This design comes from an exercise in tuning for small area, a short achievable clock period and few clock cycles per item on the open sky130 flow, not from production work. No driver is modelled on the clock port, so clock power and skew are understated where the tree is cut down; a real chip needs a root buffer or a tree. Power is estimated from default activity; no workload was simulated.

==> flow/design.v <==
module Log2(
  input clk,
  input reset,
  input h,
  output reg flag,
  input [7:0] in,
  output reg [7:0] out
);
  reg busy;
  wire [7:0] lut;
  always @(posedge clk or posedge reset) begin
    if (reset) begin
      busy <= 1'b0;
      flag <= 1'b0;
    end else begin
      busy <= h;
      flag <= busy | (flag & ~h);
    end
  end
  always @(posedge clk) begin
    if (busy)
      out <= lut;
    else if (h | ~flag)
      out <= in;
  end
  log2_lut u_lut (.x(out), .y(lut));
endmodule
module log2_lut(input [7:0] x, output [7:0] y);
  wire [7:0] oh;
  assign oh[7] = x[7];
  assign oh[6] = ~x[7] & x[6];
  assign oh[5] = ~|x[7:6] & x[5];
  assign oh[4] = ~|x[7:5] & x[4];
  assign oh[3] = ~|x[7:4] & x[3];
  assign oh[2] = ~|x[7:3] & x[2];
  assign oh[1] = ~|x[7:2] & x[1];
  assign oh[0] = ~|x[7:1];
  wire [2:0] p = {|oh[7:4], |{oh[7:6],oh[3:2]}, |{oh[7],oh[5],oh[3],oh[1]}};
  wire [13:0] xe = {x[6:0], 7'b0};
  wire [6:0] n = ({7{oh[7]}} & x[6:0]) | ({7{oh[6]}} & {x[5:0],1'b0}) | ({7{oh[5]}} & {x[4:0],2'b0})
               | ({7{oh[4]}} & {x[3:0],3'b0}) | ({7{oh[3]}} & {x[2:0],4'b0}) | ({7{oh[2]}} & {x[1:0],5'b0})
               | ({7{oh[1]}} & {x[0],6'b0});
  reg [4:0] g;
  always @* case (n)
    7'd0: g = 5'd0;
    7'd1: g = 5'd0;
    7'd2: g = 5'd0;
    7'd3: g = 5'd1;
    7'd4: g = 5'd1;
    7'd5: g = 5'd1;
    7'd6: g = 5'd2;
    7'd7: g = 5'd2;
    7'd8: g = 5'd2;
    7'd9: g = 5'd3;
    7'd10: g = 5'd3;
    7'd11: g = 5'd3;
    7'd12: g = 5'd4;
    7'd13: g = 5'd4;
    7'd14: g = 5'd4;
    7'd15: g = 5'd5;
    7'd16: g = 5'd5;
    7'd17: g = 5'd5;
    7'd18: g = 5'd6;
    7'd19: g = 5'd6;
    7'd20: g = 5'd6;
    7'd21: g = 5'd7;
    7'd22: g = 5'd7;
    7'd23: g = 5'd7;
    7'd24: g = 5'd7;
    7'd25: g = 5'd8;
    7'd26: g = 5'd8;
    7'd27: g = 5'd8;
    7'd28: g = 5'd9;
    7'd29: g = 5'd9;
    7'd30: g = 5'd9;
    7'd31: g = 5'd10;
    7'd32: g = 5'd10;
    7'd33: g = 5'd10;
    7'd34: g = 5'd10;
    7'd35: g = 5'd11;
    7'd36: g = 5'd11;
    7'd37: g = 5'd11;
    7'd38: g = 5'd12;
    7'd39: g = 5'd12;
    7'd40: g = 5'd12;
    7'd41: g = 5'd12;
    7'd42: g = 5'd13;
    7'd43: g = 5'd13;
    7'd44: g = 5'd13;
    7'd45: g = 5'd13;
    7'd46: g = 5'd14;
    7'd47: g = 5'd14;
    7'd48: g = 5'd14;
    7'd49: g = 5'd14;
    7'd50: g = 5'd15;
    7'd51: g = 5'd15;
    7'd52: g = 5'd15;
    7'd53: g = 5'd15;
    7'd54: g = 5'd16;
    7'd55: g = 5'd16;
    7'd56: g = 5'd16;
    7'd57: g = 5'd17;
    7'd58: g = 5'd17;
    7'd59: g = 5'd17;
    7'd60: g = 5'd17;
    7'd61: g = 5'd17;
    7'd62: g = 5'd18;
    7'd63: g = 5'd18;
    7'd64: g = 5'd18;
    7'd65: g = 5'd18;
    7'd66: g = 5'd19;
    7'd67: g = 5'd19;
    7'd68: g = 5'd19;
    7'd69: g = 5'd19;
    7'd70: g = 5'd20;
    7'd71: g = 5'd20;
    7'd72: g = 5'd20;
    7'd73: g = 5'd20;
    7'd74: g = 5'd21;
    7'd75: g = 5'd21;
    7'd76: g = 5'd21;
    7'd77: g = 5'd21;
    7'd78: g = 5'd21;
    7'd79: g = 5'd22;
    7'd80: g = 5'd22;
    7'd81: g = 5'd22;
    7'd82: g = 5'd22;
    7'd83: g = 5'd23;
    7'd84: g = 5'd23;
    7'd85: g = 5'd23;
    7'd86: g = 5'd23;
    7'd87: g = 5'd23;
    7'd88: g = 5'd24;
    7'd89: g = 5'd24;
    7'd90: g = 5'd24;
    7'd91: g = 5'd24;
    7'd92: g = 5'd25;
    7'd93: g = 5'd25;
    7'd94: g = 5'd25;
    7'd95: g = 5'd25;
    7'd96: g = 5'd25;
    7'd97: g = 5'd26;
    7'd98: g = 5'd26;
    7'd99: g = 5'd26;
    7'd100: g = 5'd26;
    7'd101: g = 5'd26;
    7'd102: g = 5'd27;
    7'd103: g = 5'd27;
    7'd104: g = 5'd27;
    7'd105: g = 5'd27;
    7'd106: g = 5'd27;
    7'd107: g = 5'd28;
    7'd108: g = 5'd28;
    7'd109: g = 5'd28;
    7'd110: g = 5'd28;
    7'd111: g = 5'd28;
    7'd112: g = 5'd29;
    7'd113: g = 5'd29;
    7'd114: g = 5'd29;
    7'd115: g = 5'd29;
    7'd116: g = 5'd29;
    7'd117: g = 5'd29;
    7'd118: g = 5'd30;
    7'd119: g = 5'd30;
    7'd120: g = 5'd30;
    7'd121: g = 5'd30;
    7'd122: g = 5'd30;
    7'd123: g = 5'd31;
    7'd124: g = 5'd31;
    7'd125: g = 5'd31;
    7'd126: g = 5'd31;
    7'd127: g = 5'd31;
    default: g = 0;
  endcase
  assign y = {p, g};
endmodule
==> flow/config.mk <==
export PLATFORM = sky130hd
export DESIGN_NAME = Log2
export DESIGN_NICKNAME = Log2
export VERILOG_FILES = /design/flow/design.v
export SDC_FILE = /design/flow/constraint.sdc
export NUM_CORES = 4
export LEC_CHECK = 0
export CAP_MARGIN = 20
export CORE_AREA = 2.5 2.5 61.5 61.5
export DIE_AREA = 0 0 64 64
export SLEW_MARGIN = 20
==> flow/constraint.sdc <==
create_clock -name core_clock -period 10.0 [get_ports {clk}]
set_input_delay 2.0000 -clock core_clock [delete_from_list [all_inputs] [get_ports {clk}]]
set_output_delay 2.0000 -clock core_clock [all_outputs]
set_load 0.01 [all_outputs]
standard.sh (not shown) runs the stock make flow with config.mk's settings and CLKGATE_MAP_FILE= SYNTH_SCRIPT=/design/flow/synth_recipe.tcl, a recipe that flattens the netlist after the stock synthesis.
==> flow/flow/run.sh <==
#!/bin/bash
# Standard ORFS layout with these changes:
#  - synthesis maps the logic with the ABC script in flow/abc_area.script
#    (same synthesis script otherwise, so registers keep their names and types);
#  - port buffers are sky130_fd_sc_hd__buf_1 instead of the default delay buffer;
#  - extra make settings: 
set -euo pipefail
rm -rf myscripts
cp -r "$FLOW_HOME/scripts" myscripts
cp flow/abc_area.script myscripts/abc_area.script
bash standard.sh synth ABC_AREA=1 SCRIPTS_DIR="$PWD/myscripts" > synth.log 2>&1
bash standard.sh finish "CTS_ARGS=-sink_clustering_enable -sink_clustering_size 20 -sink_clustering_max_diameter 200 -dont_use_dummy_load -repair_clock_nets"  "BUFFER_PORTS_ARGS=-buffer_cell sky130_fd_sc_hd__buf_1" > layout.log 2>&1
==> flow/flow/abc_area.script <==
strash
dch
map -D 2200
topo
upsize -D 2200
dnsize -D 2200
Rerun with:
--- a/flow/flow/run.sh
+++ b/flow/flow/run.sh
@@ -6 +6,2 @@
-#  - extra make settings: 
+#  - the clock tree is a single clkbuf_8 between the clock port and the ten
+#    registers (all registers get the same clock arrival), instead of an H-tree.
@@ -10,0 +12,23 @@
+python3 - <<'PY'
+p = 'myscripts/cts.tcl'
+s = open(p).read()
+old = 'log_cmd clock_tree_synthesis {*}$cts_args'
+assert old in s
+new = '''# place the one clock buffer at the centre of the registers it drives
+set clk_net [[ord::get_db_block] findNet clk]
+set sx 0
+set sy 0
+set sn 0
+foreach iterm [$clk_net getITerms] {
+  lassign [[$iterm getInst] getLocation] ix iy
+  set sx [expr {$sx + $ix}]
+  set sy [expr {$sy + $iy}]
+  incr sn
+}
+set cx [ord::dbu_to_microns [expr {$sx / $sn}]]
+set cy [ord::dbu_to_microns [expr {$sy / $sn}]]
+puts "clock buffer at $cx $cy for $sn registers"
+log_cmd insert_buffer -buffer_cell sky130_fd_sc_hd__clkbuf_8 -net [get_nets clk] -location [list $cx $cy] -buffer_name clkbuf_root -net_name clk_root
+set_propagated_clock [all_clocks]'''
+open(p, 'w').write(s.replace(old, new))
+PY
@@ -12 +36 @@
-bash standard.sh finish "CTS_ARGS=-sink_clustering_enable -sink_clustering_size 20 -sink_clustering_max_diameter 200 -dont_use_dummy_load -repair_clock_nets"  "BUFFER_PORTS_ARGS=-buffer_cell sky130_fd_sc_hd__buf_1" > layout.log 2>&1
+bash standard.sh finish SCRIPTS_DIR="$PWD/myscripts" "BUFFER_PORTS_ARGS=-buffer_cell sky130_fd_sc_hd__buf_1" > layout.log 2>&1
==> flow/flow/abc_area.script (replaced) <==
strash
dch
map -D 1800
topo
upsize -D 1800
dnsize -D 1800
Result: The changed run completed with no timing, DRC or antenna violations; wire length decreases by 3.1%; setup slack gains 0.21 ns; utilization decreases by 0.11 points; power decreases by 4.9%; sequential share of layout area stays flat; clock power decreases by 35%; design area decreases by 0.33%.
Rerun with:
==> flow/flow/run.sh (replaced) <==
#!/bin/bash
# Standard ORFS layout with these changes:
#  - synthesis maps the logic with the ABC script in flow/abc_area.script
#    (same synthesis script otherwise, so registers keep their names and types);
#  - port buffers are sky130_fd_sc_hd__buf_1 instead of the default delay buffer;
#  - extra make settings: 
set -euo pipefail
rm -rf myscripts
cp -r "$FLOW_HOME/scripts" myscripts
cp flow/abc_area.script myscripts/abc_area.script
bash standard.sh synth ABC_AREA=1 SCRIPTS_DIR="$PWD/myscripts" > synth.log 2>&1
bash standard.sh finish "CTS_ARGS=-sink_clustering_enable -sink_clustering_size 20 -sink_clustering_max_diameter 200 -dont_use_dummy_load -repair_clock_nets"  "BUFFER_PORTS_ARGS=-buffer_cell sky130_fd_sc_hd__buf_1" > layout.log 2>&1
==> flow/flow/abc_area.script (replaced) <==
strash
dch
map -D 2000
topo
What happened: The new run ran to the end with no violations. First-iteration DRC count fell by 52%. Clock skew increases by 0.0050 ns. Worst setup slack gets worse by 0.21 ns. Design area is higher by 0.33%. Clock power came out higher by 55%. Worst hold slack is better by 0.015 ns. Final cell count is higher by 2.3%. Critical path depth came out higher by 13.
No functional check of the RTL was part of any run of this note. The clock cells of the second run of this note come from the design's own scripts or RTL, not from TritonCTS.

[static timing again, ports no longer ideal]
How much do the figures lean on ideal ports? The routed layouts below were timed once more, with nothing changed but the port constraints. Step 1 sets driving cells, clkbuf_16 on the clock port and buf_2 on the other inputs (assumed; they add their load-dependent delay and slew). Step 2 adds t to the input delays and takes it off the output delays; t is the mean of the earliest and latest rising clock arrival at the registers after step 1. Input paths then give back, and output paths get back, about the clock's delay inside the block. Three values: ideal ports, drivers, drivers and shift; two values: the first two.
run | t (ns) | setup slack, ns | latest minus earliest clock arrival (ns) | slew at the worst register clock pin (ns) | cell pins on the clock port's net
the first run | 0.275 | 6.958 / 6.958 / 6.958 | 0.006 / 0.005 | 0.07 / 0.07 | 1
the second run | 0.145 | 7.170 / 7.149 / 7.244 | 0.001 / 0.000 | 0.06 / 0.06 | 1
the third run | 0.275 | 6.958 / 6.958 / 6.958 | 0.006 / 0.005 | 0.07 / 0.07 | 1
After both steps every run listed still meets setup and hold.
